From an optimization exercise on the open Yosys and OpenROAD flow, aimed at small area, a short achievable clock period and few clock cycles per item; shortcuts taken in it are not production practice. RTL that was checked went through simulation tests only; none was proved equivalent to the original. The RTL of run 1 was laid out without a check of its function.

File: design.v
module CordicAccelerator(
  input         clock,
  input         reset,
  input         cmd_valid,
  output        cmd_ready,
  input  [6:0]  cmd_funct,
  input  [4:0]  cmd_rd,
  input  [63:0] cmd_rs1,
  input  [63:0] cmd_rs2,
  output        resp_valid,
  input         resp_ready,
  output [4:0]  resp_rd,
  output [63:0] resp_data,
  output        busy
);
  function [31:0] addc(input [31:0] a, input [31:0] b, input c);
    reg [31:0] g, p, gg, pp, gn, pn;
    integer k, l;
    begin
      g = a & b;
      p = a ^ b;
      gg = g;
      pp = p;
      gg[0] = g[0] | (p[0] & c);
      pp[0] = 1'b0;
      gg[1] = g[1] | (p[1] & ~(~a[0] | ~b[0])) | (p[1] & p[0] & c);
      pp[1] = 1'b0;
      for (l = 0; l < 5; l = l + 1) begin
        gn = gg;
        pn = pp;
        for (k = 2; k < 32; k = k + 1)
          if (k[l]) begin
            gn[k] = gg[k] | (pp[k] & gg[((k >> l) << l) - 1]);
            pn[k] = pp[k] & pp[((k >> l) << l) - 1];
          end
        gg = gn;
        pp = pn;
      end
      addc = p ^ {gg[30:0], c};
    end
  endfunction
  function [31:0] suby(input [31:0] a, input [31:0] b, input m);
    reg [31:0] g, p, gg, pp, gn, pn;
    integer k, l;
    begin
      g = a & (~b | {32{m}});
      p = ~(a ^ (b & ~{32{m}}));
      gg = g;
      pp = p;
      gg[0] = g[0] | p[0];
      pp[0] = 1'b0;
      gg[1] = g[1] | (p[1] & a[0] & (~b[0] | m)) | (p[1] & p[0]);
      pp[1] = 1'b0;
      for (l = 0; l < 5; l = l + 1) begin
        gn = gg;
        pn = pp;
        for (k = 2; k < 32; k = k + 1)
          if (k[l]) begin
            gn[k] = gg[k] | (pp[k] & gg[((k >> l) << l) - 1]);
            pn[k] = pp[k] & pp[((k >> l) << l) - 1];
          end
        gg = gn;
        pp = pn;
      end
      suby = p ^ {gg[30:0], 1'b1};
    end
  endfunction
  wire recirc;    
  wire [31:0] res;
  wire [4:0] end_rd;
  wire take;      
  assign cmd_ready = take;
  wire accept = cmd_valid & take;
  wire [31:0] z0 = cmd_rs2[31:0];
  wire z0_fits = (z0[31:17] == {15{z0[31]}});
  wire [17:0] zc0 = z0_fits ? z0[17:0] : {z0[31], {17{~z0[31]}}};
  wire d1 = zc0[17];
  wire [17:0] zs2 = d1 ? zc0 + 18'd51472 : zc0 - 18'd51472;
  wire [16:0] z3 = (zs2[17:16] == {2{zs2[17]}}) ? zs2[16:0] : {zs2[17], {16{~zs2[17]}}};
  wire d6 = z0[31] ? ($signed(z0) < -32'sd51472) : ($signed(z0) < 32'sd51472);
  wire [31:0] x4 = cmd_rs1[31:0];
  wire [31:0] yt5 = ((cmd_rs1[31:0] ^ {32{d1}}) + {31'd0, d1}) ^ {32{~d6}};
  wire c2_7 = $signed(z0) < 32'sd81858;
  wire c2_8 = $signed(z0) < 32'sd21086;
  wire c2_9 = $signed(z0) < -32'sd21086;
  wire c2_10 = $signed(z0) < -32'sd81858;
  wire d11 = z0[31] ? (d6 ? c2_10 : c2_9) : (d6 ? c2_8 : c2_7);
  reg [31:0] p1_x, p1_y;
  reg [17:0] p1_z;
  reg p1_d1, p1_d2;
  reg [4:0] p1_rd;
  reg p1_fn, p1_dn, p1_v;
  always @(posedge clock) begin
    if (reset) p1_v <= 1'b0;
    else p1_v <= accept | recirc;
    p1_x <= recirc ? res : x4;
    p1_y <= recirc ? {32{~d6}} : yt5;
    p1_z <= zc0;
    p1_rd <= recirc ? end_rd : cmd_rd;
    p1_fn <= ~recirc & cmd_funct[0];
    p1_dn <= recirc;
    p1_d1 <= d6;
    p1_d2 <= d11;
  end
  wire [18:0] zk12 = p1_z[17] ? (p1_d1 ? (p1_d2 ? 19'sd97913 : 19'sd65803) : (p1_d2 ? 19'sd37141 : 19'sd5031)) : (p1_d1 ? (p1_d2 ? -19'sd5031 : -19'sd37141) : (p1_d2 ? -19'sd65803 : -19'sd97913));
  wire [18:0] zs13 = {p1_z[17], p1_z} + zk12;
  wire [14:0] z14 = (zs13[18:14] == {5{zs13[18]}}) ? zs13[14:0] : {zs13[18], {14{~zs13[18]}}};
  wire [31:0] ys17 = $signed(p1_y) >>> 1;
  wire [31:0] xs18 = $signed(p1_x) >>> 1;
  wire [31:0] x15 = addc(p1_x, ys17, ~p1_d1);
  wire [31:0] xg20 = xs18 & {32{~p1_dn}};
  wire [31:0] u19 = suby(p1_y, xs18, p1_dn);
  wire [31:0] yt16 = u19 ^ {32{p1_d1 ^ p1_d2}};
  reg [31:0] p2_x, p2_y;
  reg [4:0] p2_rd;
  reg p2_fn, p2_dn, p2_v;
  reg p2_d;
  reg [14:0] p2_z;
  always @(posedge clock) begin
    if (reset) p2_v <= 1'b0;
    else p2_v <= p1_v;
    p2_x <= x15;
    p2_y <= yt16;
    p2_rd <= p1_rd;
    p2_fn <= p1_fn;
    p2_dn <= p1_dn;
    p2_d <= p1_d2;
    p2_z <= z14;
  end
  wire [14:0] zs21 = p2_z[14] ? p2_z + 15'd8150 : p2_z - 15'd8150;
  wire [13:0] z22 = (zs21[14:13] == {2{zs21[14]}}) ? zs21[13:0] : {zs21[14], {13{~zs21[14]}}};
  wire [31:0] ys25 = $signed(p2_y) >>> 2;
  wire [31:0] xs26 = $signed(p2_x) >>> 2;
  wire [31:0] x23 = addc(p2_x, ys25, ~p2_d);
  wire [31:0] xg28 = xs26 & {32{~p2_dn}};
  wire [31:0] u27 = suby(p2_y, xs26, p2_dn);
  wire [31:0] yt24 = u27 ^ {32{p2_d ^ p2_z[14]}};
  reg [31:0] p3_x, p3_y;
  reg [4:0] p3_rd;
  reg p3_fn, p3_dn, p3_v;
  reg p3_d;
  reg [13:0] p3_z;
  always @(posedge clock) begin
    if (reset) p3_v <= 1'b0;
    else p3_v <= p2_v;
    p3_x <= x23;
    p3_y <= yt24;
    p3_rd <= p2_rd;
    p3_fn <= p2_fn;
    p3_dn <= p2_dn;
    p3_d <= p2_z[14];
    p3_z <= z22;
  end
  wire [13:0] zs29 = p3_z[13] ? p3_z + 14'd4091 : p3_z - 14'd4091;
  wire [12:0] z30 = (zs29[13:12] == {2{zs29[13]}}) ? zs29[12:0] : {zs29[13], {12{~zs29[13]}}};
  wire [31:0] ys33 = $signed(p3_y) >>> 3;
  wire [31:0] xs34 = $signed(p3_x) >>> 3;
  wire [31:0] x31 = addc(p3_x, ys33, ~p3_d);
  wire [31:0] xg36 = xs34 & {32{~p3_dn}};
  wire [31:0] u35 = suby(p3_y, xs34, p3_dn);
  wire [31:0] yt32 = u35 ^ {32{p3_d ^ p3_z[13]}};
  reg [31:0] p4_x, p4_y;
  reg [4:0] p4_rd;
  reg p4_fn, p4_dn, p4_v;
  reg p4_d;
  reg [12:0] p4_z;
  always @(posedge clock) begin
    if (reset) p4_v <= 1'b0;
    else p4_v <= p3_v;
    p4_x <= x31;
    p4_y <= yt32;
    p4_rd <= p3_rd;
    p4_fn <= p3_fn;
    p4_dn <= p3_dn;
    p4_d <= p3_z[13];
    p4_z <= z30;
  end
  wire [12:0] zs37 = p4_z[12] ? p4_z + 13'd2047 : p4_z - 13'd2047;
  wire [11:0] z38 = (zs37[12:11] == {2{zs37[12]}}) ? zs37[11:0] : {zs37[12], {11{~zs37[12]}}};
  wire [31:0] ys41 = $signed(p4_y) >>> 4;
  wire [31:0] xs42 = $signed(p4_x) >>> 4;
  wire [31:0] x39 = addc(p4_x, ys41, ~p4_d);
  wire [31:0] xg44 = xs42 & {32{~p4_dn}};
  wire [31:0] u43 = suby(p4_y, xs42, p4_dn);
  wire [31:0] yt40 = u43 ^ {32{p4_d ^ p4_z[12]}};
  reg [31:0] p5_x, p5_y;
  reg [4:0] p5_rd;
  reg p5_fn, p5_dn, p5_v;
  reg p5_d;
  reg [11:0] p5_z;
  always @(posedge clock) begin
    if (reset) p5_v <= 1'b0;
    else p5_v <= p4_v;
    p5_x <= x39;
    p5_y <= yt40;
    p5_rd <= p4_rd;
    p5_fn <= p4_fn;
    p5_dn <= p4_dn;
    p5_d <= p4_z[12];
    p5_z <= z38;
  end
  wire [11:0] zs45 = p5_z[11] ? p5_z + 12'd1024 : p5_z - 12'd1024;
  wire [10:0] z46 = (zs45[11:10] == {2{zs45[11]}}) ? zs45[10:0] : {zs45[11], {10{~zs45[11]}}};
  wire [31:0] ys49 = $signed(p5_y) >>> 5;
  wire [31:0] xs50 = $signed(p5_x) >>> 5;
  wire [31:0] x47 = addc(p5_x, ys49, ~p5_d);
  wire [31:0] xg52 = xs50 & {32{~p5_dn}};
  wire [31:0] u51 = suby(p5_y, xs50, p5_dn);
  wire [31:0] yt48 = u51 ^ {32{p5_d ^ p5_z[11]}};
  reg [31:0] p6_x, p6_y;
  reg [4:0] p6_rd;
  reg p6_fn, p6_dn, p6_v;
  reg p6_d;
  reg [10:0] p6_z;
  always @(posedge clock) begin
    if (reset) p6_v <= 1'b0;
    else p6_v <= p5_v;
    p6_x <= x47;
    p6_y <= yt48;
    p6_rd <= p5_rd;
    p6_fn <= p5_fn;
    p6_dn <= p5_dn;
    p6_d <= p5_z[11];
    p6_z <= z46;
  end
  wire [10:0] zs53 = p6_z[10] ? p6_z + 11'd512 : p6_z - 11'd512;
  wire [9:0] z54 = (zs53[10:9] == {2{zs53[10]}}) ? zs53[9:0] : {zs53[10], {9{~zs53[10]}}};
  wire [31:0] ys57 = $signed(p6_y) >>> 6;
  wire [31:0] xs58 = $signed(p6_x) >>> 6;
  wire [31:0] x55 = addc(p6_x, ys57, ~p6_d);
  wire [31:0] xg60 = xs58 & {32{~p6_dn}};
  wire [31:0] u59 = suby(p6_y, xs58, p6_dn);
  wire [31:0] yt56 = u59 ^ {32{p6_d ^ p6_z[10]}};
  reg [31:0] p7_x, p7_y;
  reg [4:0] p7_rd;
  reg p7_fn, p7_dn, p7_v;
  reg p7_d;
  reg [9:0] p7_z;
  always @(posedge clock) begin
    if (reset) p7_v <= 1'b0;
    else p7_v <= p6_v;
    p7_x <= x55;
    p7_y <= yt56;
    p7_rd <= p6_rd;
    p7_fn <= p6_fn;
    p7_dn <= p6_dn;
    p7_d <= p6_z[10];
    p7_z <= z54;
  end
  wire [9:0] zs61 = p7_z[9] ? p7_z + 10'd256 : p7_z - 10'd256;
  wire [8:0] z62 = (zs61[9:8] == {2{zs61[9]}}) ? zs61[8:0] : {zs61[9], {8{~zs61[9]}}};
  wire [31:0] ys65 = $signed(p7_y) >>> 7;
  wire [31:0] xs66 = $signed(p7_x) >>> 7;
  wire [31:0] x63 = addc(p7_x, ys65, ~p7_d);
  wire [31:0] xg68 = xs66 & {32{~p7_dn}};
  wire [31:0] u67 = suby(p7_y, xs66, p7_dn);
  wire [31:0] yt64 = u67 ^ {32{p7_d ^ p7_z[9]}};
  reg [31:0] p8_x, p8_y;
  reg [4:0] p8_rd;
  reg p8_fn, p8_dn, p8_v;
  reg p8_d;
  reg [8:0] p8_z;
  always @(posedge clock) begin
    if (reset) p8_v <= 1'b0;
    else p8_v <= p7_v;
    p8_x <= x63;
    p8_y <= yt64;
    p8_rd <= p7_rd;
    p8_fn <= p7_fn;
    p8_dn <= p7_dn;
    p8_d <= p7_z[9];
    p8_z <= z62;
  end
  wire [8:0] zs69 = p8_z[8] ? p8_z + 9'd128 : p8_z - 9'd128;
  wire [7:0] z70 = (zs69[8:7] == {2{zs69[8]}}) ? zs69[7:0] : {zs69[8], {7{~zs69[8]}}};
  wire [31:0] ys73 = $signed(p8_y) >>> 8;
  wire [31:0] xs74 = $signed(p8_x) >>> 8;
  wire [31:0] x71 = addc(p8_x, ys73, ~p8_d);
  wire [31:0] xg76 = xs74 & {32{~p8_dn}};
  wire [31:0] u75 = suby(p8_y, xs74, p8_dn);
  wire [31:0] yt72 = u75 ^ {32{p8_d ^ p8_z[8]}};
  reg [31:0] p9_x, p9_y;
  reg [4:0] p9_rd;
  reg p9_fn, p9_dn, p9_v;
  reg p9_d;
  reg [7:0] p9_z;
  always @(posedge clock) begin
    if (reset) p9_v <= 1'b0;
    else p9_v <= p8_v;
    p9_x <= x71;
    p9_y <= yt72;
    p9_rd <= p8_rd;
    p9_fn <= p8_fn;
    p9_dn <= p8_dn;
    p9_d <= p8_z[8];
    p9_z <= z70;
  end
  wire [7:0] zs77 = p9_z[7] ? p9_z + 8'd64 : p9_z - 8'd64;
  wire [6:0] z78 = (zs77[7:6] == {2{zs77[7]}}) ? zs77[6:0] : {zs77[7], {6{~zs77[7]}}};
  wire [31:0] ys81 = $signed(p9_y) >>> 9;
  wire [31:0] xs82 = $signed(p9_x) >>> 9;
  wire [31:0] x79 = addc(p9_x, ys81, ~p9_d);
  wire [31:0] xg84 = xs82 & {32{~p9_dn}};
  wire [31:0] u83 = suby(p9_y, xs82, p9_dn);
  wire [31:0] yt80 = u83 ^ {32{p9_d ^ p9_z[7]}};
  reg [31:0] p10_x, p10_y;
  reg [4:0] p10_rd;
  reg p10_fn, p10_dn, p10_v;
  reg p10_d;
  reg [6:0] p10_z;
  always @(posedge clock) begin
    if (reset) p10_v <= 1'b0;
    else p10_v <= p9_v;
    p10_x <= x79;
    p10_y <= yt80;
    p10_rd <= p9_rd;
    p10_fn <= p9_fn;
    p10_dn <= p9_dn;
    p10_d <= p9_z[7];
    p10_z <= z78;
  end
  wire [6:0] zs85 = p10_z[6] ? p10_z + 7'd32 : p10_z - 7'd32;
  wire [5:0] z86 = (zs85[6:5] == {2{zs85[6]}}) ? zs85[5:0] : {zs85[6], {5{~zs85[6]}}};
  wire [31:0] ys89 = $signed(p10_y) >>> 10;
  wire [31:0] xs90 = $signed(p10_x) >>> 10;
  wire [31:0] x87 = addc(p10_x, ys89, ~p10_d);
  wire [31:0] xg92 = xs90 & {32{~p10_dn}};
  wire [31:0] u91 = suby(p10_y, xs90, p10_dn);
  wire [31:0] yt88 = u91 ^ {32{p10_d ^ p10_z[6]}};
  reg [31:0] p11_x, p11_y;
  reg [4:0] p11_rd;
  reg p11_fn, p11_dn, p11_v;
  reg p11_d;
  reg [5:0] p11_z;
  always @(posedge clock) begin
    if (reset) p11_v <= 1'b0;
    else p11_v <= p10_v;
    p11_x <= x87;
    p11_y <= yt88;
    p11_rd <= p10_rd;
    p11_fn <= p10_fn;
    p11_dn <= p10_dn;
    p11_d <= p10_z[6];
    p11_z <= z86;
  end
  wire [5:0] zs93 = p11_z[5] ? p11_z + 6'd16 : p11_z - 6'd16;
  wire [4:0] z94 = (zs93[5:4] == {2{zs93[5]}}) ? zs93[4:0] : {zs93[5], {4{~zs93[5]}}};
  wire [31:0] ys97 = $signed(p11_y) >>> 11;
  wire [31:0] xs98 = $signed(p11_x) >>> 11;
  wire [31:0] x95 = addc(p11_x, ys97, ~p11_d);
  wire [31:0] xg100 = xs98 & {32{~p11_dn}};
  wire [31:0] u99 = suby(p11_y, xs98, p11_dn);
  wire [31:0] yt96 = u99 ^ {32{p11_d ^ p11_z[5]}};
  reg [31:0] p12_x, p12_y;
  reg [4:0] p12_rd;
  reg p12_fn, p12_dn, p12_v;
  reg p12_d;
  reg [4:0] p12_z;
  always @(posedge clock) begin
    if (reset) p12_v <= 1'b0;
    else p12_v <= p11_v;
    p12_x <= x95;
    p12_y <= yt96;
    p12_rd <= p11_rd;
    p12_fn <= p11_fn;
    p12_dn <= p11_dn;
    p12_d <= p11_z[5];
    p12_z <= z94;
  end
  wire [4:0] zs101 = p12_z[4] ? p12_z + 5'd8 : p12_z - 5'd8;
  wire [3:0] z102 = (zs101[4:3] == {2{zs101[4]}}) ? zs101[3:0] : {zs101[4], {3{~zs101[4]}}};
  wire [31:0] ys105 = $signed(p12_y) >>> 12;
  wire [31:0] xs106 = $signed(p12_x) >>> 12;
  wire [31:0] x103 = addc(p12_x, ys105, ~p12_d);
  wire [31:0] xg108 = xs106 & {32{~p12_dn}};
  wire [31:0] u107 = suby(p12_y, xs106, p12_dn);
  wire [31:0] yt104 = u107 ^ {32{p12_d ^ p12_z[4]}};
  reg [31:0] p13_x, p13_y;
  reg [4:0] p13_rd;
  reg p13_fn, p13_dn, p13_v;
  reg p13_d;
  reg [3:0] p13_z;
  always @(posedge clock) begin
    if (reset) p13_v <= 1'b0;
    else p13_v <= p12_v;
    p13_x <= x103;
    p13_y <= yt104;
    p13_rd <= p12_rd;
    p13_fn <= p12_fn;
    p13_dn <= p12_dn;
    p13_d <= p12_z[4];
    p13_z <= z102;
  end
  wire [3:0] zs109 = p13_z[3] ? p13_z + 4'd4 : p13_z - 4'd4;
  wire [2:0] z110 = (zs109[3:2] == {2{zs109[3]}}) ? zs109[2:0] : {zs109[3], {2{~zs109[3]}}};
  wire [31:0] ys113 = $signed(p13_y) >>> 13;
  wire [31:0] xs114 = $signed(p13_x) >>> 13;
  wire [31:0] x111 = addc(p13_x, ys113, ~p13_d);
  wire [31:0] xg116 = xs114 & {32{~p13_dn}};
  wire [31:0] u115 = suby(p13_y, xs114, p13_dn);
  wire [31:0] yt112 = u115 ^ {32{p13_d ^ p13_z[3]}};
  reg [31:0] p14_x, p14_y;
  reg [4:0] p14_rd;
  reg p14_fn, p14_dn, p14_v;
  reg p14_d;
  reg [2:0] p14_z;
  always @(posedge clock) begin
    if (reset) p14_v <= 1'b0;
    else p14_v <= p13_v;
    p14_x <= x111;
    p14_y <= yt112;
    p14_rd <= p13_rd;
    p14_fn <= p13_fn;
    p14_dn <= p13_dn;
    p14_d <= p13_z[3];
    p14_z <= z110;
  end
  wire [2:0] zs117 = p14_z[2] ? p14_z + 3'd2 : p14_z - 3'd2;
  wire [1:0] z118 = (zs117[2:1] == {2{zs117[2]}}) ? zs117[1:0] : {zs117[2], {1{~zs117[2]}}};
  wire [31:0] ys121 = $signed(p14_y) >>> 14;
  wire [31:0] xs122 = $signed(p14_x) >>> 14;
  wire [31:0] x119 = addc(p14_x, ys121, ~p14_d);
  wire [31:0] xg124 = xs122 & {32{~p14_dn}};
  wire [31:0] u123 = suby(p14_y, xs122, p14_dn);
  wire [31:0] yt120 = u123 ^ {32{p14_d ^ p14_z[2]}};
  reg [31:0] p15_x, p15_y;
  reg [4:0] p15_rd;
  reg p15_fn, p15_dn, p15_v;
  reg p15_d;
  reg [1:0] p15_z;
  always @(posedge clock) begin
    if (reset) p15_v <= 1'b0;
    else p15_v <= p14_v;
    p15_x <= x119;
    p15_y <= yt120;
    p15_rd <= p14_rd;
    p15_fn <= p14_fn;
    p15_dn <= p14_dn;
    p15_d <= p14_z[2];
    p15_z <= z118;
  end
  wire [1:0] zs125 = p15_z[1] ? p15_z + 2'd1 : p15_z - 2'd1;
  wire z126 = zs125[1];
  wire [31:0] ys129 = $signed(p15_y) >>> 15;
  wire [31:0] xs130 = $signed(p15_x) >>> 15;
  wire [31:0] x127 = addc(p15_x, ys129, ~p15_d);
  wire [31:0] xg132 = xs130 & {32{~p15_dn}};
  wire [31:0] u131 = suby(p15_y, xs130, p15_dn);
  wire [31:0] yt128 = u131 ^ {32{p15_d ^ p15_z[1]}};
  reg [31:0] p16_x, p16_y;
  reg [4:0] p16_rd;
  reg p16_fn, p16_dn, p16_v;
  reg p16_d;
  reg p16_z;
  always @(posedge clock) begin
    if (reset) p16_v <= 1'b0;
    else p16_v <= p15_v;
    p16_x <= x127;
    p16_y <= yt128;
    p16_rd <= p15_rd;
    p16_fn <= p15_fn;
    p16_dn <= p15_dn;
    p16_d <= p15_z[1];
    p16_z <= z126;
  end
  wire [31:0] ys135 = $signed(p16_y) >>> 16;
  wire [31:0] xs136 = $signed(p16_x) >>> 16;
  wire [31:0] x133 = addc(p16_x, ys135, ~p16_d);
  wire [31:0] xg138 = xs136 & {32{~p16_dn}};
  wire [31:0] u137 = suby(p16_y, xs136, p16_dn);
  wire [31:0] yt134 = u137 ^ {32{p16_d ^ p16_z}};
  reg [31:0] p17_x, p17_y;
  reg [4:0] p17_rd;
  reg p17_fn, p17_dn, p17_v;
  reg p17_d;
  always @(posedge clock) begin
    if (reset) p17_v <= 1'b0;
    else p17_v <= p16_v;
    p17_x <= x133;
    p17_y <= yt134;
    p17_rd <= p16_rd;
    p17_fn <= p16_fn;
    p17_dn <= p16_dn;
    p17_d <= p16_z;
  end
  wire [31:0] ys141 = $signed(p17_y) >>> 17;
  wire [31:0] xs142 = $signed(p17_x) >>> 17;
  wire [31:0] x139 = addc(p17_x, ys141, ~p17_d);
  wire [31:0] xg144 = xs142 & {32{~p17_dn}};
  wire [31:0] u143 = suby(p17_y, xs142, p17_dn);
  wire [31:0] yt140 = u143 ^ {32{p17_d ^ p17_d}};
  reg [31:0] p18_x, p18_y;
  reg [4:0] p18_rd;
  reg p18_fn, p18_dn, p18_v;
  reg p18_d;
  always @(posedge clock) begin
    if (reset) p18_v <= 1'b0;
    else p18_v <= p17_v;
    p18_x <= x139;
    p18_y <= yt140;
    p18_rd <= p17_rd;
    p18_fn <= p17_fn;
    p18_dn <= p17_dn;
    p18_d <= p17_d;
  end
  wire [31:0] ys147 = $signed(p18_y) >>> 18;
  wire [31:0] xs148 = $signed(p18_x) >>> 18;
  wire [31:0] x145 = addc(p18_x, ys147, ~p18_d);
  wire [31:0] xg150 = xs148 & {32{~p18_dn}};
  wire [31:0] u149 = suby(p18_y, xs148, p18_dn);
  wire [31:0] yt146 = u149 ^ {32{p18_d ^ p18_d}};
  reg [31:0] p19_x, p19_y;
  reg [4:0] p19_rd;
  reg p19_fn, p19_dn, p19_v;
  reg p19_d;
  always @(posedge clock) begin
    if (reset) p19_v <= 1'b0;
    else p19_v <= p18_v;
    p19_x <= x145;
    p19_y <= yt146;
    p19_rd <= p18_rd;
    p19_fn <= p18_fn;
    p19_dn <= p18_dn;
    p19_d <= p18_d;
  end
  wire [31:0] ys153 = $signed(p19_y) >>> 19;
  wire [31:0] xs154 = $signed(p19_x) >>> 19;
  wire [31:0] x151 = addc(p19_x, ys153, ~p19_d);
  wire [31:0] xg156 = xs154 & {32{~p19_dn}};
  wire [31:0] u155 = suby(p19_y, xs154, p19_dn);
  wire [31:0] yt152 = u155 ^ {32{p19_d ^ p19_d}};
  reg [31:0] p20_x, p20_y;
  reg [4:0] p20_rd;
  reg p20_fn, p20_dn, p20_v;
  reg p20_d;
  always @(posedge clock) begin
    if (reset) p20_v <= 1'b0;
    else p20_v <= p19_v;
    p20_x <= x151;
    p20_y <= yt152;
    p20_rd <= p19_rd;
    p20_fn <= p19_fn;
    p20_dn <= p19_dn;
    p20_d <= p19_d;
  end
  wire [31:0] ys159 = $signed(p20_y) >>> 20;
  wire [31:0] xs160 = $signed(p20_x) >>> 20;
  wire [31:0] x157 = addc(p20_x, ys159, ~p20_d);
  wire [31:0] xg162 = xs160 & {32{~p20_dn}};
  wire [31:0] u161 = suby(p20_y, xs160, p20_dn);
  wire [31:0] yt158 = u161 ^ {32{p20_d ^ p20_d}};
  reg [31:0] p21_x, p21_y;
  reg [4:0] p21_rd;
  reg p21_fn, p21_dn, p21_v;
  reg p21_d;
  always @(posedge clock) begin
    if (reset) p21_v <= 1'b0;
    else p21_v <= p20_v;
    p21_x <= x157;
    p21_y <= yt158;
    p21_rd <= p20_rd;
    p21_fn <= p20_fn;
    p21_dn <= p20_dn;
    p21_d <= p20_d;
  end
  wire [31:0] ys165 = $signed(p21_y) >>> 21;
  wire [31:0] xs166 = $signed(p21_x) >>> 21;
  wire [31:0] x163 = addc(p21_x, ys165, ~p21_d);
  wire [31:0] xg168 = xs166 & {32{~p21_dn}};
  wire [31:0] u167 = suby(p21_y, xs166, p21_dn);
  wire [31:0] yt164 = u167 ^ {32{p21_d ^ p21_d}};
  reg [31:0] p22_x, p22_y;
  reg [4:0] p22_rd;
  reg p22_fn, p22_dn, p22_v;
  reg p22_d;
  always @(posedge clock) begin
    if (reset) p22_v <= 1'b0;
    else p22_v <= p21_v;
    p22_x <= x163;
    p22_y <= yt164;
    p22_rd <= p21_rd;
    p22_fn <= p21_fn;
    p22_dn <= p21_dn;
    p22_d <= p21_d;
  end
  wire [31:0] ys171 = $signed(p22_y) >>> 22;
  wire [31:0] xs172 = $signed(p22_x) >>> 22;
  wire [31:0] x169 = addc(p22_x, ys171, ~p22_d);
  wire [31:0] xg174 = xs172 & {32{~p22_dn}};
  wire [31:0] u173 = suby(p22_y, xs172, p22_dn);
  wire [31:0] yt170 = u173 ^ {32{p22_d ^ p22_d}};
  reg [31:0] p23_x, p23_y;
  reg [4:0] p23_rd;
  reg p23_fn, p23_dn, p23_v;
  reg p23_d;
  always @(posedge clock) begin
    if (reset) p23_v <= 1'b0;
    else p23_v <= p22_v;
    p23_x <= x169;
    p23_y <= yt170;
    p23_rd <= p22_rd;
    p23_fn <= p22_fn;
    p23_dn <= p22_dn;
    p23_d <= p22_d;
  end
  wire [31:0] ys177 = $signed(p23_y) >>> 23;
  wire [31:0] xs178 = $signed(p23_x) >>> 23;
  wire [31:0] x175 = addc(p23_x, ys177, ~p23_d);
  wire [31:0] xg180 = xs178 & {32{~p23_dn}};
  wire [31:0] u179 = suby(p23_y, xs178, p23_dn);
  wire [31:0] yt176 = u179 ^ {32{p23_d ^ p23_d}};
  reg [31:0] p24_x, p24_y;
  reg [4:0] p24_rd;
  reg p24_fn, p24_dn, p24_v;
  reg p24_d;
  always @(posedge clock) begin
    if (reset) p24_v <= 1'b0;
    else p24_v <= p23_v;
    p24_x <= x175;
    p24_y <= yt176;
    p24_rd <= p23_rd;
    p24_fn <= p23_fn;
    p24_dn <= p23_dn;
    p24_d <= p23_d;
  end
  wire [31:0] ys183 = $signed(p24_y) >>> 24;
  wire [31:0] xs184 = $signed(p24_x) >>> 24;
  wire [31:0] x181 = addc(p24_x, ys183, ~p24_d);
  wire [31:0] xg186 = xs184 & {32{~p24_dn}};
  wire [31:0] u185 = suby(p24_y, xs184, p24_dn);
  wire [31:0] yt182 = u185 ^ {32{p24_d ^ p24_d}};
  reg [31:0] p25_x, p25_y;
  reg [4:0] p25_rd;
  reg p25_fn, p25_dn, p25_v;
  reg p25_d;
  always @(posedge clock) begin
    if (reset) p25_v <= 1'b0;
    else p25_v <= p24_v;
    p25_x <= x181;
    p25_y <= yt182;
    p25_rd <= p24_rd;
    p25_fn <= p24_fn;
    p25_dn <= p24_dn;
    p25_d <= p24_d;
  end
  wire [31:0] ys189 = $signed(p25_y) >>> 25;
  wire [31:0] xs190 = $signed(p25_x) >>> 25;
  wire [31:0] x187 = addc(p25_x, ys189, ~p25_d);
  wire [31:0] xg192 = xs190 & {32{~p25_dn}};
  wire [31:0] u191 = suby(p25_y, xs190, p25_dn);
  wire [31:0] yt188 = u191 ^ {32{p25_d ^ p25_d}};
  reg [31:0] p26_x, p26_y;
  reg [4:0] p26_rd;
  reg p26_fn, p26_dn, p26_v;
  reg p26_d;
  always @(posedge clock) begin
    if (reset) p26_v <= 1'b0;
    else p26_v <= p25_v;
    p26_x <= x187;
    p26_y <= yt188;
    p26_rd <= p25_rd;
    p26_fn <= p25_fn;
    p26_dn <= p25_dn;
    p26_d <= p25_d;
  end
  wire [31:0] ys195 = $signed(p26_y) >>> 26;
  wire [31:0] xs196 = $signed(p26_x) >>> 26;
  wire [31:0] x193 = addc(p26_x, ys195, ~p26_d);
  wire [31:0] xg198 = xs196 & {32{~p26_dn}};
  wire [31:0] u197 = suby(p26_y, xs196, p26_dn);
  wire [31:0] yt194 = u197 ^ {32{p26_d ^ p26_d}};
  reg [31:0] p27_x, p27_y;
  reg [4:0] p27_rd;
  reg p27_fn, p27_dn, p27_v;
  reg p27_d;
  always @(posedge clock) begin
    if (reset) p27_v <= 1'b0;
    else p27_v <= p26_v;
    p27_x <= x193;
    p27_y <= yt194;
    p27_rd <= p26_rd;
    p27_fn <= p26_fn;
    p27_dn <= p26_dn;
    p27_d <= p26_d;
  end
  wire [31:0] ys201 = $signed(p27_y) >>> 27;
  wire [31:0] xs202 = $signed(p27_x) >>> 27;
  wire [31:0] x199 = addc(p27_x, ys201, ~p27_d);
  wire [31:0] xg204 = xs202 & {32{~p27_dn}};
  wire [31:0] u203 = suby(p27_y, xs202, p27_dn);
  wire [31:0] yt200 = u203 ^ {32{p27_d ^ p27_d}};
  reg [31:0] p28_x, p28_y;
  reg [4:0] p28_rd;
  reg p28_fn, p28_dn, p28_v;
  reg p28_d;
  always @(posedge clock) begin
    if (reset) p28_v <= 1'b0;
    else p28_v <= p27_v;
    p28_x <= x199;
    p28_y <= yt200;
    p28_rd <= p27_rd;
    p28_fn <= p27_fn;
    p28_dn <= p27_dn;
    p28_d <= p27_d;
  end
  wire [31:0] ys207 = $signed(p28_y) >>> 28;
  wire [31:0] xs208 = $signed(p28_x) >>> 28;
  wire [31:0] x205 = addc(p28_x, ys207, ~p28_d);
  wire [31:0] xg210 = xs208 & {32{~p28_dn}};
  wire [31:0] u209 = suby(p28_y, xs208, p28_dn);
  wire [31:0] yt206 = u209 ^ {32{p28_d ^ p28_d}};
  reg [31:0] p29_x, p29_y;
  reg [4:0] p29_rd;
  reg p29_fn, p29_dn, p29_v;
  reg p29_d;
  always @(posedge clock) begin
    if (reset) p29_v <= 1'b0;
    else p29_v <= p28_v;
    p29_x <= x205;
    p29_y <= yt206;
    p29_rd <= p28_rd;
    p29_fn <= p28_fn;
    p29_dn <= p28_dn;
    p29_d <= p28_d;
  end
  wire [31:0] ys213 = $signed(p29_y) >>> 29;
  wire [31:0] xs214 = $signed(p29_x) >>> 29;
  wire [31:0] x211 = addc(p29_x, ys213, ~p29_d);
  wire [31:0] xg216 = xs214 & {32{~p29_dn}};
  wire [31:0] u215 = suby(p29_y, xs214, p29_dn);
  wire [31:0] yt212 = u215 ^ {32{p29_d ^ p29_d}};
  reg [31:0] p30_x, p30_y;
  reg [4:0] p30_rd;
  reg p30_fn, p30_dn, p30_v;
  reg p30_d;
  always @(posedge clock) begin
    if (reset) p30_v <= 1'b0;
    else p30_v <= p29_v;
    p30_x <= x211;
    p30_y <= yt212;
    p30_rd <= p29_rd;
    p30_fn <= p29_fn;
    p30_dn <= p29_dn;
    p30_d <= p29_d;
  end
  wire [31:0] ys219 = $signed(p30_y) >>> 30;
  wire [31:0] xs220 = $signed(p30_x) >>> 30;
  wire [31:0] x217 = addc(p30_x, ys219, ~p30_d);
  wire [31:0] xg222 = xs220 & {32{~p30_dn}};
  wire [31:0] u221 = suby(p30_y, xs220, p30_dn);
  wire [31:0] yt218 = u221 ^ {32{p30_d ^ p30_d}};
  reg [31:0] p31_x, p31_y;
  reg [4:0] p31_rd;
  reg p31_fn, p31_dn, p31_v;
  reg p31_d;
  always @(posedge clock) begin
    if (reset) p31_v <= 1'b0;
    else p31_v <= p30_v;
    p31_x <= x217;
    p31_y <= yt218;
    p31_rd <= p30_rd;
    p31_fn <= p30_fn;
    p31_dn <= p30_dn;
    p31_d <= p30_d;
  end
  wire [31:0] y31 = p31_y ^ {32{~p31_d}};
  wire [31:0] exi = p31_x + 32'd1;
  wire [31:0] exn = ~p31_x + 32'd1;
  wire [31:0] exd = ~exn;   
  wire [31:0] eys = (p31_y + 32'd1) ^ {32{~p31_d}};
  wire [31:0] exs = p31_d ? exd : exi;
  assign res = p31_fn ? (p31_x[31] ? eys : y31) : (y31[31] ? exs : p31_x);
  assign end_rd = p31_rd;
  wire end_v = p31_v;
  reg [31:0] h_data, k_data;
  reg [4:0] h_rd, k_rd;
  reg hv, kv, busy_r;
  reg blocked;
  reg [4:0] wait_n;
  wire wait_0 = (wait_n == 5'd0);
  wire push = end_v & ~(hv & kv) & (~blocked | wait_0);
  assign recirc = end_v & ~push;
  assign take = ~recirc & ~blocked;
  wire pop = hv & resp_ready;
  wire h_load = ~hv | pop;
  wire hv_n = h_load ? (kv | push) : 1'b1;
  wire kv_n = h_load ? (kv & push) : (kv | push);
  wire inflight_n = hv_n | kv_n |
      (accept | recirc) |
      p1_v |
      p2_v |
      p3_v |
      p4_v |
      p5_v |
      p6_v |
      p7_v |
      p8_v |
      p9_v |
      p10_v |
      p11_v |
      p12_v |
      p13_v |
      p14_v |
      p15_v |
      p16_v |
      p17_v |
      p18_v |
      p19_v |
      p20_v |
      p21_v |
      p22_v |
      p23_v |
      p24_v |
      p25_v |
      p26_v |
      p27_v |
      p28_v |
      p29_v |
      p30_v;
  always @(posedge clock) begin
    if (reset) begin
      hv <= 1'b0;
      kv <= 1'b0;
      busy_r <= 1'b0;
      blocked <= 1'b0;
    end else begin
      hv <= hv_n;
      kv <= kv_n;
      busy_r <= inflight_n;
      if (recirc & (~blocked | wait_0))
        blocked <= 1'b1;
      else if (push & blocked)
        blocked <= 1'b0;
    end
    if (recirc & (~blocked | wait_0))
      wait_n <= 5'd30;
    else
      wait_n <= wait_n - 5'd1;
    if (h_load) begin
      h_data <= kv ? k_data : res;
      h_rd <= kv ? k_rd : end_rd;
    end
    if (h_load ? kv : ~kv) begin
      k_data <= res;
      k_rd <= end_rd;
    end
  end
  assign resp_valid = hv;
  assign resp_rd = h_rd;
  assign resp_data = {32'h0, h_data};
  assign busy = busy_r;
endmodule
File: run.sh
#!/bin/bash
# synth_recipe.tcl (not shown) runs the flow's synth.tcl, then flattens the netlist and writes it again
# the make line also repeats each setting of config.mk as NAME=value (left out here)
make -C /OpenROAD-flow-scripts/flow DESIGN_CONFIG=/design/flow/config.mk WORK_HOME=/design/flow/orfs CLKGATE_MAP_FILE= SYNTH_SCRIPT=/design/flow/synth_recipe.tcl finish
File: config.mk
export PLATFORM = sky130hd
export DESIGN_NAME = CordicAccelerator
export DESIGN_NICKNAME = CordicAccelerator
export VERILOG_FILES = /design/flow/design.v
export SDC_FILE = /design/flow/constraint.sdc
export NUM_CORES = 8
export LEC_CHECK = 0
export CAP_MARGIN = 20
export CORE_MARGIN = 2
export CORE_UTILIZATION = 60
export CTS_BUF_LIST = sky130_fd_sc_hd__clkbuf_8 sky130_fd_sc_hd__clkbuf_16
export CTS_CLUSTER_DIAMETER = 80
export CTS_CLUSTER_SIZE = 30
export GPL_ROUTABILITY_DRIVEN = 0
export SETUP_SLACK_MARGIN = 2.5
export SLEW_MARGIN = 20
File: constraint.sdc
create_clock -name core_clock -period 6.0 [get_ports {clock}]
set_input_delay 1.2000 -clock core_clock [delete_from_list [all_inputs] [get_ports {clock}]]
set_output_delay 1.2000 -clock core_clock [all_outputs]
set_load 0.01 [all_outputs]
==> run_results.csv, run 1 <==
group,metric,value,unit
sta,fin_tns_setup,0,ns
setup_path,end_kind,"register",
logic_synthesis,synthesized_cell_area,140000,um2
sta,period_share,60.1,%
drt,antenna_left,0,
sta,hold_violations,0,
sta,post-route-min-period,3.61,ns
sta,clock-skew-final,0.0487,ns
sta,worst_slew_margin_rel,20.5,%
setup_path,arrival,4.32,ns
clock_tree,cts_inserted_buffers,142,
clock_tree,ctsLongestPathBuffers,3,
die,initial_standard_cell_utilization_of_the_core,60.3,%
sta,report.final.slew_viol_count,0,
min_path,hold_path.class,"register to register",
logic_synthesis,synth-edff-count,74,
sta,worst_pin_slew,1.18,ns
die,die_w,487,um
setup_path,cp_slowest_cell,"sky130_fd_sc_hd__dfxtp_4",
die,placementRows,177,
finish,synthToLayoutAreaGrowth,8.60,%
logic_synthesis,synth_flop_cell,"sky130_fd_sc_hd__dfxtp_1",
sta,setup_repair_after_global_routing_missed_its_margin,"true",
setup_path,critPathMaxFanout,7,
setup_path,timing.critical_path.cells,"clkinvlp_4 -> buf_4 -> ha_1 -> o21ai_4 -> ha_2 -> o21a_4 -> o2111ai_4 -> buf_6 -> o311ai_4 -> a2111oi_4 -> o211ai_1 -> nor2_2 -> or2_4 -> o21ai_1",
logic_synthesis,async_reset_ff_share,0,%
drt,dr_total_vias,99700,
global_routing,gr-usage-all-layers,26.2,%
die,dieHeight,487,um
setup_path,critical_path.endpoint,"p2_z[9]",
logic_synthesis,synth_seq_cells,2484,
drt,drt_iter0_drc,5428,
logic_synthesis,syn_avg_cell_area,9.95,um2
outcome,status,"complete, no violations",
finish,post-route-cell-area,152000,um2
setup_path,max_stage_delay_on_crit_path,0.43,ns
sta,max_clock_freq,0.277,GHz
drt,avgRoutedWirePerCell,18.2,um
clock_tree,clkLatencyLatePin,0.83,ns
drt,firstDrtPassIters,6,
global_routing,grt_pass1_vias,100000,
setup_path,critical_path_required,6.71,ns
flow_run,maxCapViolations,0,
clock_tree,clockRootBuffer,"sky130_fd_sc_hd__clkbuf_16",
logic_synthesis,seq_area_frac_synth,36.0,%
logic_synthesis,synth_warnings,1,
clock_tree,clock_sink_count,2484,
drt,detail_route.vias_per_cell,5.71,
drt,finalWirelength,317,mm
global_routing,grt_first_pass_wirelength,511,mm
sta,timing.hold.ws,0.324,ns
logic_synthesis,syn-instance-count,14100,
die,core_area,232000,um2
setup_path,crit-reg2reg-launch,"p1_d1",
finish,final_cell_mix,"sky130_fd_sc_hd__dfxtp_1 (2366), sky130_fd_sc_hd__ha_1 (1915), sky130_fd_sc_hd__xnor2_1 (1555)",
setup_path,worstRegToRegCells,14,
clock_tree,clkSlewWorstSetupHoldPaths,0.11,ns
setup_path,startpoint_type_of_the_worst_setup_path,"register",
global_routing,grt_remaining_overflow,0,
finish,drive_gt1_share,5.23,%
clock_tree,cts_hold_buf,0,
setup_path,worst-setup-path-type,"register to register",
die,num_io_pins,216,
finish,most_frequent_standard_cell_in_the_layout_excluding_fill_and_tap_cells,"sky130_fd_sc_hd__dfxtp_1",
global_routing,largest_net_degree_at_the_start_of_global_routing,62,
placed_design,io_buffer_count,113,
finish,nets,16600,
global_routing,initial_antenna_violation_count,9,
logic_synthesis,post_synth_cell_types,94,
sta,setup_viol_count_final,0,
placed_design,dp_hpwl,254,mm
setup_path,reg2reg_slack,2.39,ns
placed_design,dpl-instance-area,145000,um2
setup_path,worst_setup_sp,"p1_d1",
setup_path,worstReg2RegEnd,"p2_z[9]",
clock_tree,tritoncts,"yes",
clock_tree,htree_num_levels,4,
die,fp.dieArea,237000,um2
drt,post-route-drc-count,0,
## critical path, delay by kind of cell, from the launching register on
kind	cells	cell delay [ns]
AOI/OAI and AO/OA	7	1.41
adders and majority gates	2	0.57
and+or+nand+nor	2	0.47
DFF	1	0.43
buffers and inverters	3	0.61
## cells by family after synthesis
kind of cell	Yosys count	synth area share, %
buf+inv	751	2.11
flops	2484	36.0
simple gates	3271	12.0
xor+xnor	2247	14.0
fa+ha+maj	2200	21.1
other cells	1	0.00268
mux	51	0.396
compound gates	3074	14.3
## through the flow
step / utilization, % / setup WS, ns / instances
final: 65.5 / 2.39 / 17500
after global routing: 65.5 / 2.27 / 17500
after CTS: 64.9 / 2.46 / 17400
after detailed placement: 62.4 / 1.52 / 17100
after global placement: 62.4 / 1.63 / 17100
after floorplan: - / 2.34 / 14100
## layout make-up
class	instances	area, um2
Fill cell	18700	80200
Multi-Input combinational cell	10900	88400
Antenna cell	3	7.51
Clock inverter	104	1260
Inverter	557	2090
Tap cell	3043	3810
Timing Repair Buffer	234	2190
Sequential cell	2484	50600
Clock buffer	152	3760
## worst min path at each step
stage	depth (start not counted)	end	slack [ns]	from
floorplan	0	p10_fn	0.31	p9_fn
global placement	0	p28_rd[3]	0.31	p27_rd[3]
detailed placement	0	p10_rd[4]	0.31	p9_rd[4]
CTS	0	p6_z[5]	0.33	p5_z[5]
global route	0	p6_z[5]	0.32	p5_z[5]
finish	0	p30_rd[3]	0.32	p29_rd[3]
## Yosys cell counts, types with 52 or more instances
cell                       number  share of area (%)
sky130_fd_sc_hd__nand3_1      264               0.94
sky130_fd_sc_hd__nand2_1      596                1.6
sky130_fd_sc_hd__a21o_1       731                3.9
sky130_fd_sc_hd__edfxtp_1      74                1.6
sky130_fd_sc_hd__o211ai_1      66               0.35
sky130_fd_sc_hd__nor4_1        52               0.23
sky130_fd_sc_hd__a211oi_1      83               0.44
sky130_fd_sc_hd__xor2_1       691                4.3
sky130_fd_sc_hd__and3_1       103               0.46
sky130_fd_sc_hd__nor2b_1      249                1.1
sky130_fd_sc_hd__a31oi_1       84               0.38
sky130_fd_sc_hd__nand4_1      148               0.66
sky130_fd_sc_hd__or3_1         79               0.35
sky130_fd_sc_hd__o21bai_1      95               0.51
sky130_fd_sc_hd__clkbuf_1     136               0.36
sky130_fd_sc_hd__xnor2_1     1556                9.7
sky130_fd_sc_hd__o21a_1       203                1.1
sky130_fd_sc_hd__nor3_1       232               0.83
sky130_fd_sc_hd__a21oi_1      919                3.3
sky130_fd_sc_hd__nor2_1       733                2.0
sky130_fd_sc_hd__ha_1        1926                 17
sky130_fd_sc_hd__fa_1         274                3.9
sky130_fd_sc_hd__and4_1        65               0.41
sky130_fd_sc_hd__o21ai_0      464                1.7
sky130_fd_sc_hd__inv_1        555                1.5
sky130_fd_sc_hd__nand2b_1     618                2.8
sky130_fd_sc_hd__dfxtp_1     2410                 34
## metal layers
layer / track usage, % / vias to the layer above / wire length (um)
li1: - / 49800 / -
met2: 44.3 / 1738 / 148000
met1: 35.5 / 47700 / 146000
met3: 3.18 / 424 / 14400
met5: 0 / - / 12
met4: 6.45 / 2 / 7830
## repair_timing
| item | in CTS | in global routing |
|---|---|---|
| endpoints found under the setup margin | 344 | 304 |
| gates resized for setup | 159 | 224 |
| pin swaps | 12 | 64 |
| setup buffers | 20 | 48 |
| gates cloned | 1 | 3 |
==> run 2: changes to the inputs <==
--- a/design.v
+++ b/design.v
@@ -767,4 +767,3 @@
   wire [31:0] exi = p31_x + 32'd1;
-  wire [31:0] exn = ~p31_x + 32'd1;
-  wire [31:0] exd = ~exn;   
+  wire [31:0] exd = p31_x - 32'd1;
   wire [31:0] eys = (p31_y + 32'd1) ^ {32{~p31_d}};
--- a/config.mk
+++ b/config.mk
@@ -9,3 +9,3 @@
 export CORE_MARGIN = 2
-export CORE_UTILIZATION = 60
+export CORE_UTILIZATION = 55
 export CTS_BUF_LIST = sky130_fd_sc_hd__clkbuf_8 sky130_fd_sc_hd__clkbuf_16
==> run 2 against run 1 <==
  * Still clean
  * Clock-buffer cell count up 4
  * Routed wire length grew 1.6%
  * Worst hold slack worse by 0.0099 ns
==> run_results.csv, run 2 <==
group,metric,value,unit
clock_tree,cts_inserted_buffers,147,
global_routing,largest_net_degree_at_the_start_of_global_routing,68,
logic_synthesis,cell_with_the_most_instances_after_synthesis,"sky130_fd_sc_hd__dfxtp_1",
drt,maxUsedRoutingLayer,"met5",
setup_path,worstReg2RegEnd,"p2_z[0]",
sta,post-route-min-period,3.53,ns
setup_path,worstRegToRegCells,15,
logic_synthesis,seq_area_frac_synth,36.0,%
logic_synthesis,synth_warnings,1,
sta,max_clock_freq,0.283,GHz
global_routing,grt_first_pass_wirelength,514,mm
global_routing,initial_antenna_violation_count,6,
sta,setup_repair_after_global_routing_missed_its_margin,"true",
die,fp.dieArea,259000,um2
logic_synthesis,yosys.area.top_type,"sky130_fd_sc_hd__dfxtp_1",
setup_path,reg2reg_slack,2.47,ns
drt,firstDrtPassIters,6,
die,placementRows,185,
global_routing,grt_pass1_vias,101000,
logic_synthesis,syn-instance-count,14000,
sta,clock-skew-final,0.0518,ns
flow_run,maxCapViolations,0,
logic_synthesis,synth_top_cells_by_count,"sky130_fd_sc_hd__dfxtp_1 (2410), sky130_fd_sc_hd__ha_1 (1954), sky130_fd_sc_hd__xnor2_1 (1547)",
drt,dr_total_vias,98800,
sta,report.final.slew_viol_count,0,
outcome,status,"complete, no violations",
logic_synthesis,synth_top_cell_area_share,34.4,%
min_path,hold_path.class,"register to register",
setup_path,worst_setup_sp,"p1_d1",
logic_synthesis,synth-edff-count,74,
clock_tree,clock_sink_count,2484,
sta,fin_tns_setup,0,ns
die,initial_standard_cell_utilization_of_the_core,55.3,%
clock_tree,cts_hold_buf,0,
logic_synthesis,synth_seq_cells,2484,
logic_synthesis,synth_flop_cell,"sky130_fd_sc_hd__dfxtp_1",
clock_tree,htree_num_levels,4,
placed_design,dp_hpwl,256,mm
sta,worst_pin_slew,1.03,ns
finish,most_frequent_standard_cell_in_the_layout_excluding_fill_and_tap_cells,"sky130_fd_sc_hd__dfxtp_1",
finish,drive_gt1_share,6.87,%
global_routing,grt_remaining_overflow,0,
clock_tree,clockRootBuffer,"sky130_fd_sc_hd__clkbuf_16",
setup_path,critical_path_required,6.73,ns
logic_synthesis,ys_top_cells_by_area,"sky130_fd_sc_hd__dfxtp_1 (34%), sky130_fd_sc_hd__ha_1 (17%), sky130_fd_sc_hd__xnor2_1 (9.7%)",
setup_path,cp_slowest_cell,"sky130_fd_sc_hd__dfxtp_4",
clock_tree,tritoncts,"yes",
clock_tree,ctsLongestPathBuffers,3,
setup_path,crit-reg2reg-launch,"p1_d1",
sta,period_share,58.9,%
drt,met3_length,11.7,mm
drt,post-route-drc-count,0,
setup_path,timing.critical_path.cells,"inv_8 -> ha_4 -> xor2_4 -> ha_4 -> o21ai_4 -> nand2_2 -> nand2_2 -> o21ba_4 -> a311o_1 -> a31o_4 -> a21oi_4 -> xnor2_4 -> nor4_4 -> a311o_2 -> o2111ai_1",
setup_path,end_kind,"register",
sta,hold_violations,0,
clock_tree,clkLatencyLatePin,0.86,ns
drt,avgRoutedWirePerCell,18.1,um
placed_design,io_buffer_count,113,
global_routing,gr-usage-all-layers,24.3,%
die,dieHeight,509,um
drt,detail_route.vias_per_cell,5.54,
drt,antenna_left,0,
sta,worst_slew_margin_rel,30.3,%
clock_tree,clkSlewWorstSetupHoldPaths,0.11,ns
sta,setup_viol_count_final,0,
logic_synthesis,async_reset_ff_share,0,%
finish,synthToLayoutAreaGrowth,10.3,%
setup_path,critical_path.endpoint,"p2_z[0]",
logic_synthesis,post_synth_cell_types,91,
logic_synthesis,synthesized_cell_area,140000,um2
setup_path,startpoint_type_of_the_worst_setup_path,"register",
die,die_w,509,um
drt,route.layer.met1.wl,150,mm
setup_path,max_stage_delay_on_crit_path,0.45,ns
die,core_area,254000,um2
finish,fill_cells,21300,
drt,drt_iter0_drc,5259,
logic_synthesis,syn_avg_cell_area,10.0,um2
setup_path,worst-setup-path-type,"register to register",
setup_path,critPathMaxFanout,7,
drt,length_of_routed_met2_wiring,153,mm
finish,nets,16700,
drt,finalWirelength,322,mm
die,num_io_pins,216,
setup_path,arrival,4.26,ns
finish,final_cell_mix,"sky130_fd_sc_hd__dfxtp_1 (2347), sky130_fd_sc_hd__ha_1 (1925), sky130_fd_sc_hd__xnor2_1 (1543)",
## run 2: cell types whose count changed in the layout (fill, tap and decap cells not counted), moves of 31 or more
cell                      before  now
sky130_fd_sc_hd__o21ai_0     417  385
sky130_fd_sc_hd__nor2_1      727  843
sky130_fd_sc_hd__a21o_1      731  776
sky130_fd_sc_hd__nand2_1     594  465
sky130_fd_sc_hd__nor3_1      230  179
sky130_fd_sc_hd__and3_1      102  133
sky130_fd_sc_hd__a21oi_1     896  820
sky130_fd_sc_hd__nand3_1     264  161
sky130_fd_sc_hd__buf_4       101  173
sky130_fd_sc_hd__and2_1       46   90
## run 2: layout make-up
type	count	area (um2)	share of cell area, %
clock inverter	115	1570	1.01
timing repair buffer	317	2850	1.84
tap	3366	4210	2.72
multi-input combinational	10800	89400	57.8
clock buffer	156	3840	2.48
antenna	5	12.5	0.00809
inverter	573	2160	1.40
sequential	2484	50600	32.7
## run 2: logic make-up after synthesis
logic type / after synthesis / share of synthesized area [%]
AO/OA/AOI/OAI: 3100 / 14.6
XOR/XNOR: 2213 / 13.8
adder cells (fa/ha/maj): 2229 / 21.4
buffers and inverters: 764 / 2.14
flip-flops: 2484 / 36.0
multiplexers: 58 / 0.452
other: 1 / 0.00267
AND/OR/NAND/NOR: 3170 / 11.6
## run 2: worst max-delay path, delay by kind of cell, from the launching register on
family	cells	cell delay [ns]
AO/OA/AOI/OAI	7	1.49
adder cells (fa/ha/maj)	2	0.53
AND/OR/NAND/NOR	3	0.50
flip-flops	1	0.45
XOR/XNOR	2	0.34
buffers and inverters	1	0.07
## run 2: worst min-delay path by stage
stage | start | end | slack [ns] | cells after the start
floorplan | p9_fn | p10_fn | 0.31 | 0
finish | p12_rd[1] | p13_rd[1] | 0.31 | 0
detailed placement | p3_rd[2] | p4_rd[2] | 0.31 | 0
global placement | p14_rd[4] | p15_rd[4] | 0.31 | 0
global route | p12_rd[1] | p13_rd[1] | 0.33 | 0
CTS | p12_rd[1] | p13_rd[1] | 0.31 | 0
## run 2: through the flow
stage	area [um2]	setup WS, ns	hold slack (ns)	utilization (%)	cells
after floorplan	141000	2.46	0.310	-	14100
after global placement	146000	1.52	0.310	57.4	17400
after detailed placement	146000	1.35	0.312	57.4	17400
after CTS	153000	2.49	0.313	60.2	17700
after global routing	155000	2.38	0.326	61.0	17800
final	155000	2.47	0.314	61.0	17800
## run 2: what timing repair did
item                                    4_1_cts  5_1_grt
cloned                                        8        0
gates resized for setup                     259      303
endpoints found under the setup margin      471      285
setup buffers                                72       79
pin swaps                                    51       99
## run 2: metal layers
layer	up-vias	global-route usage, %
met3	406	3.00
met2	1362	41.5
met4	4	5.99
met1	47300	32.5
met5	-	0
li1	49700	-
Testbench counts of run 2, summed over its fixed seeds: cycles 1,856, items 1,600.
==> run 3: changes to the inputs <==
--- a/config.mk
+++ b/config.mk
@@ -9,3 +9,3 @@
 export CORE_MARGIN = 2
-export CORE_UTILIZATION = 55
+export CORE_UTILIZATION = 60
 export CTS_BUF_LIST = sky130_fd_sc_hd__clkbuf_8 sky130_fd_sc_hd__clkbuf_16
@@ -14,3 +14,3 @@
 export GPL_ROUTABILITY_DRIVEN = 0
-export SETUP_SLACK_MARGIN = 2.5
+export SETUP_SLACK_MARGIN = 2.4
 export SLEW_MARGIN = 20
==> run 3 against run 2 <==
  * Still clean on timing, DRC and antenna
  * Routed wire length down 3.5%
  * Clock-buffer cell count down 7
  * Final area down 1.6%
  * Maximum frequency down 3.3%
  * Non-clock buffer count down 87
  * Die area down 8.3%
  * Clock skew down 0.0067 ns
  * Utilization up 4.5 points
  * Worst hold slack worse by 0.0088 ns
  * Final cell count down 2.4%
  * Critical path type unchanged
  * Highest routed layer unchanged
==> run_results.csv, run 3 <==
group,metric,value,unit
outcome,status,"complete, no violations",
sta,worst_slack,2.35,ns
clock_tree,clockRootBuffer,"sky130_fd_sc_hd__clkbuf_16",
setup_path,reg2reg_slack,2.35,ns
global_routing,largest_net_degree_at_the_start_of_global_routing,68,
sta,report.final.slew_viol_count,0,
logic_synthesis,yosys.area.top_type,"sky130_fd_sc_hd__dfxtp_1",
drt,detail_route.vias_per_cell,5.66,
setup_path,worstReg2RegEnd,"h_data[30]",
sta,hold_violations,0,
setup_path,worst-setup-path-type,"register to register",
clock_tree,clkSlewWorstSetupHoldPaths,0.10,ns
setup_path,top_delay_family_on_crit_path,"compound AO/OA/AOI/OAI gates",
clock_tree,cts_hold_buf,0,
placed_design,dp_hpwl,249,mm
placed_design,dpl-instance-area,145000,um2
logic_synthesis,ys_top_cells_by_area,"sky130_fd_sc_hd__dfxtp_1 (34%), sky130_fd_sc_hd__ha_1 (17%), sky130_fd_sc_hd__xnor2_1 (9.7%)",
sta,clock-skew-final,0.0452,ns
die,dieHeight,487,um
min_path,min_delay_path_depth,0,
setup_path,startpoint_type_of_the_worst_setup_path,"register",
drt,post-route-drc-count,0,
sta,fin_tns_setup,0,ns
global_routing,busiest_layer,"met2",
logic_synthesis,seq_area_frac_synth,36.0,%
die,initial_standard_cell_utilization_of_the_core,60.3,%
die,die_w,487,um
finish,drive_gt1_share,5.30,%
sta,post-route-min-period,3.65,ns
flow_run,maxCapViolations,0,
sta,setup_viol_count_final,0,
logic_synthesis,synth_seq_cells,2484,
sta,max_clock_freq,0.274,GHz
finish,most_frequent_standard_cell_in_the_layout_excluding_fill_and_tap_cells,"sky130_fd_sc_hd__dfxtp_1",
logic_synthesis,post_synth_cell_types,91,
finish,final_core_density,65.5,%
logic_synthesis,synth_flop_cell,"sky130_fd_sc_hd__dfxtp_1",
logic_synthesis,synth_top_cell_area_share,34.4,%
clock_tree,tritoncts,"yes",
setup_path,timing.critical_path.cells,"buf_4 -> buf_8 -> ha_1 -> nand4_1 -> nor3_1 -> o21ai_0 -> a31oi_2 -> o41a_1 -> a21oi_2 -> o31ai_1 -> mux2i_1 -> o21ai_1 -> buf_4 -> o21ai_0",
logic_synthesis,syn-instance-count,14000,
setup_path,critPathMaxFanout,17,
setup_path,arrival,4.25,ns
die,num_io_pins,216,
placed_design,placed_cells_incl_taps,17100,
setup_path,end_kind,"register",
logic_synthesis,cell_with_the_most_instances_after_synthesis,"sky130_fd_sc_hd__dfxtp_1",
clock_tree,ctsLongestPathBuffers,3,
logic_synthesis,synthesized_cell_area,140000,um2
global_routing,initial_antenna_violation_count,7,
drt,firstDrtPassIters,6,
sta,worst_slew_margin_rel,21.9,%
clock_tree,clkLatencyLatePin,0.86,ns
global_routing,grt_remaining_overflow,0,
min_path,worstHoldStart,"p2_fn",
drt,avgRoutedWirePerCell,17.9,um
drt,finalWirelength,311,mm
sta,period_share,60.9,%
placed_design,io_buffer_count,113,
drt,drt_iter0_drc,5240,
logic_synthesis,syn_avg_cell_area,10.0,um2
drt,antenna_left,0,
global_routing,grt_util_met3,2.94,%
setup_path,path_buf_inv,3,
finish,stdcell_count,17400,
min_path,hold_path.class,"register to register",
logic_synthesis,synth_top_cells_by_count,"sky130_fd_sc_hd__dfxtp_1 (2410), sky130_fd_sc_hd__ha_1 (1954), sky130_fd_sc_hd__xnor2_1 (1547)",
global_routing,globalRouteMet2Util,44.4,%
setup_path,cp_slowest_cell,"sky130_fd_sc_hd__dfxtp_4",
sta,setup_repair_after_global_routing_missed_its_margin,"true",
finish,nets,16600,
finish,final_cell_mix,"sky130_fd_sc_hd__dfxtp_1 (2365), sky130_fd_sc_hd__ha_1 (1947), sky130_fd_sc_hd__xnor2_1 (1543)",
global_routing,gr-usage-all-layers,25.7,%
die,fp.dieArea,238000,um2
logic_synthesis,async_reset_ff_share,0,%
setup_path,critical_path_required,6.60,ns
clock_tree,clock_sink_count,2484,
setup_path,max_stage_delay_on_crit_path,0.43,ns
logic_synthesis,synth_warnings,1,
clock_tree,cts_inserted_buffers,141,
placed_design,pre_cts_slack,1.26,ns
die,core_area,233000,um2
global_routing,met1_usage,33.9,%
min_path,whs_endpoint,"p3_fn",
drt,dr_total_vias,98500,
global_routing,grt_pass1_vias,99600,
finish,post-route-cell-area,152000,um2
clock_tree,htree_num_levels,4,
sta,worst_pin_slew,1.16,ns
setup_path,crit-reg2reg-launch,"p31_d",
setup_path,worstRegToRegCells,14,
finish,synthToLayoutAreaGrowth,8.59,%
logic_synthesis,synth-edff-count,74,
global_routing,grt_first_pass_wirelength,502,mm
die,placementRows,177,
## run 3: cell families after synthesis
| family | synth area share (%) |
|---|---|
| buffers and inverters | 2.14 |
| and+or+nand+nor | 11.6 |
| AOI/OAI and AO/OA | 14.6 |
| DFF | 36.0 |
| muxes | 0.452 |
| adders and majority gates | 21.4 |
| other | 0.00267 |
| xor gates and xnor gates | 13.8 |
## run 3: worst max-delay path by stage
| stage | startpoint | end | slack (ns) | depth (start not counted) |
|---|---|---|---|---|
| CTS | p7_dn | p8_y[25] | 2.40 | 13 |
| finish | p31_d | h_data[30] | 2.35 | 14 |
| global placement | p31_d | h_data[29] | 1.43 | 12 |
| floorplan | cmd_rs2[31] | p1_y[30] | 2.40 | 15 |
| detailed placement | p31_d | h_data[29] | 1.26 | 12 |
| global route | p31_d | h_data[20] | 2.25 | 13 |
## run 3: cell type report
type / instances / area (um2)
antenna: 5 / 12.5
clock buffer: 149 / 3650
clock inverter: 108 / 1380
fill: 18600 / 80300
inverter: 573 / 2160
multi-input combinational: 10800 / 88500
sequential: 2484 / 50600
tap: 3043 / 3810
timing repair buffer: 230 / 2130
## run 3: per-layer routing
layer,vias to the layer above,part of all wire [%],wire (um)
met5,-,0.0035,11
met4,2,2.6,8160
met3,441,3.9,12100
met2,1516,48,148000
met1,47000,46,143000
li1,49600,-,-
## run 3: stage by stage
step	hold WS [ns]
floorplan	0.310
global placement	0.310
detailed placement	0.312
CTS	0.313
global route	0.311
finish	0.305
## run 3: timing repair
action                     4_1_cts  5_1_grt
setup endpoints to repair      386      251
pin swaps                       19       37
gates cloned                     4        1
gates resized for setup        164      193
buffers inserted                27       37
==> run 4: changes to the inputs <==
--- a/config.mk
+++ b/config.mk
@@ -14,3 +14,3 @@
 export GPL_ROUTABILITY_DRIVEN = 0
-export SETUP_SLACK_MARGIN = 2.4
+export SETUP_SLACK_MARGIN = 2.5
 export SLEW_MARGIN = 20
==> run 4 against run 3 <==
  * Die area did not move
  * Register-to-register slack gained 0.16 ns
  * First-iteration DRC count is 0.82% higher
  * Final cell count increased by 0.43%
  * Worst hold slack gained 0.0050 ns
  * Sequential share of layout area fell by 0.30 points
  * Setup slack improved by 0.16 ns
  * Clock skew is 0.0010 ns higher
  * Routed wire length up 1.8%
  * Final area up 0.99%
  * Sequential cell count unchanged
  * Critical path type unchanged
==> run_results.csv, run 4 <==
group,metric,value,unit
outcome,status,"complete, no violations",
clock_tree,clkSlewWorstSetupHoldPaths,0.10,ns
global_routing,grt_first_pass_wirelength,507,mm
sta,worst_slew_margin_rel,29.3,%
setup_path,end_kind,"register",
logic_synthesis,synth-edff-count,74,
logic_synthesis,syn-instance-count,14000,
sta,fin_tns_setup,0,ns
logic_synthesis,seq_area_frac_synth,36.0,%
sta,worst_pin_slew,1.06,ns
drt,firstDrtPassIters,6,
global_routing,initial_antenna_violation_count,9,
placed_design,dp_hpwl,250,mm
setup_path,arrival,4.23,ns
drt,detail_route.vias_per_cell,5.67,
sta,period_share,58.3,%
sta,clock-skew-final,0.0462,ns
sta,report.final.slew_viol_count,0,
finish,drive_gt1_share,6.52,%
drt,antenna_left,0,
logic_synthesis,synthesized_cell_area,140000,um2
setup_path,critPathMaxFanout,6,
global_routing,gr-usage-all-layers,26.0,%
clock_tree,ctsLongestPathBuffers,3,
clock_tree,clock_sink_count,2484,
drt,avgRoutedWirePerCell,18.1,um
flow_run,maxCapViolations,0,
finish,most_frequent_standard_cell_in_the_layout_excluding_fill_and_tap_cells,"sky130_fd_sc_hd__dfxtp_1",
logic_synthesis,synth_top_cells_by_count,"sky130_fd_sc_hd__dfxtp_1 (2410), sky130_fd_sc_hd__ha_1 (1954), sky130_fd_sc_hd__xnor2_1 (1547)",
logic_synthesis,async_reset_ff_share,0,%
die,num_io_pins,216,
clock_tree,cts_hold_buf,0,
die,initial_standard_cell_utilization_of_the_core,60.3,%
logic_synthesis,synth_seq_cells,2484,
-- run 4: cell counts after synthesis --
Identical to the previous run, type by type.
-- run 4: what timing repair did --
item                       4_1_cts  5_1_grt
setup buffers                   53       78
resized for setup              228      294
setup endpoints to repair      457      283
cloned                           5        5
pin swaps                       36      104
-- run 4: critical path, stage by stage (launching register included) --
cell and delay (ns):
sky130_fd_sc_hd__dfxtp_4 0.38, sky130_fd_sc_hd__buf_12 0.13, sky130_fd_sc_hd__ha_1 0.34, sky130_fd_sc_hd__a21o_1 0.22, sky130_fd_sc_hd__a21oi_4 0.23, sky130_fd_sc_hd__o21a_1 0.18
sky130_fd_sc_hd__o31a_1 0.20, sky130_fd_sc_hd__nand3_1 0.15, sky130_fd_sc_hd__o21ai_2 0.23, sky130_fd_sc_hd__o21a_1 0.23, sky130_fd_sc_hd__o21ai_0 0.14, sky130_fd_sc_hd__or3_1 0.38
sky130_fd_sc_hd__a32oi_4 0.26, sky130_fd_sc_hd__buf_12 0.17, sky130_fd_sc_hd__mux2_2 0.14
-- run 4: final timing paths --
| check | from | endpoint | slack, ns | cells past startpoint |
|---|---|---|---|---|
| max reg2reg | p31_d | h_data[29] | 2.50 | 14 |
| max | p31_d | h_data[29] | 2.50 | 14 |
| min reg2reg | p8_z[1] | p9_z[1] | 0.31 | 0 |
| min | p8_z[1] | p9_z[1] | 0.31 | 0 |
-- run 4: kinds of logic after synthesis --
kind of cell / share of synthesized area [%]
other: 0.00267
multiplexers: 0.452
AND/OR/NAND/NOR: 11.6
flip-flops: 36.0
adder cells (fa/ha/maj): 21.4
AO/OA/AOI/OAI: 14.6
XOR/XNOR: 13.8
buffers and inverters: 2.14
-- run 4: layout make-up --
cell class / instances / area [um2] / area share, %
clock buffer: 151 / 3720 / 2.42
clock inverter: 113 / 1490 / 0.971
inverter: 573 / 2160 / 1.40
timing repair buffer: 293 / 2660 / 1.73
antenna: 4 / 10.0 / 0.00651
multi-input combinational: 10800 / 89300 / 58.1
tap: 3043 / 3810 / 2.48
sequential: 2484 / 50600 / 32.9
-- run 4: through the flow --
| step | worst slack (ns) | util (%) | cells | hold WS [ns] |
|---|---|---|---|---|
| floorplan | 2.46 | - | 14100 | 0.310 |
| global placement | 1.51 | 62.5 | 17100 | 0.309 |
| detailed placement | 1.41 | 62.5 | 17100 | 0.312 |
| CTS | 2.49 | 65.3 | 17400 | 0.309 |
| global route | 2.36 | 66.1 | 17500 | 0.310 |
| finish | 2.50 | 66.1 | 17500 | 0.310 |
-- run 4: layer usage --
layer / up-vias / share of wire [%] / track usage [%]
met5: - / 0 / 0
met4: 0 / 3.3 / 8.49
met3: 538 / 3.8 / 3.03
met2: 1565 / 47 / 44.1
met1: 47200 / 46 / 34.3
li1: 49700 / - / -

## port drivers added, routing unchanged
The results above use ideal ports. As a check the final layouts listed here were re-extracted and re-timed, cells and wires unchanged.
Step 1, drivers: a clkbuf_16 drives clock and a buf_2 each remaining input, both assumed.
Step 2, shift: input delay + t, output delay - t, t = (earliest + latest rising clock arrival at the registers) / 2. This alone moves slack from input paths to output paths.
Three values: ideal ports, drivers, drivers and shift; two values: the first two.
run	t (ns)	setup WS [ns]	cell pins on the clock port's net
run 1	0.898	2.391 / 2.391 / 1.766	1
run 2	0.928	2.467 / 2.467 / 1.711	1
run 3	0.924	2.346 / 2.346 / 1.604	1
run 4	0.931	2.502 / 2.501 / 1.757	1
After both steps setup and hold are still met in every run listed. For run 2, which loses most, drivers alone change the setup slack by 0.000 ns; drivers and shift together by -0.756 ns.
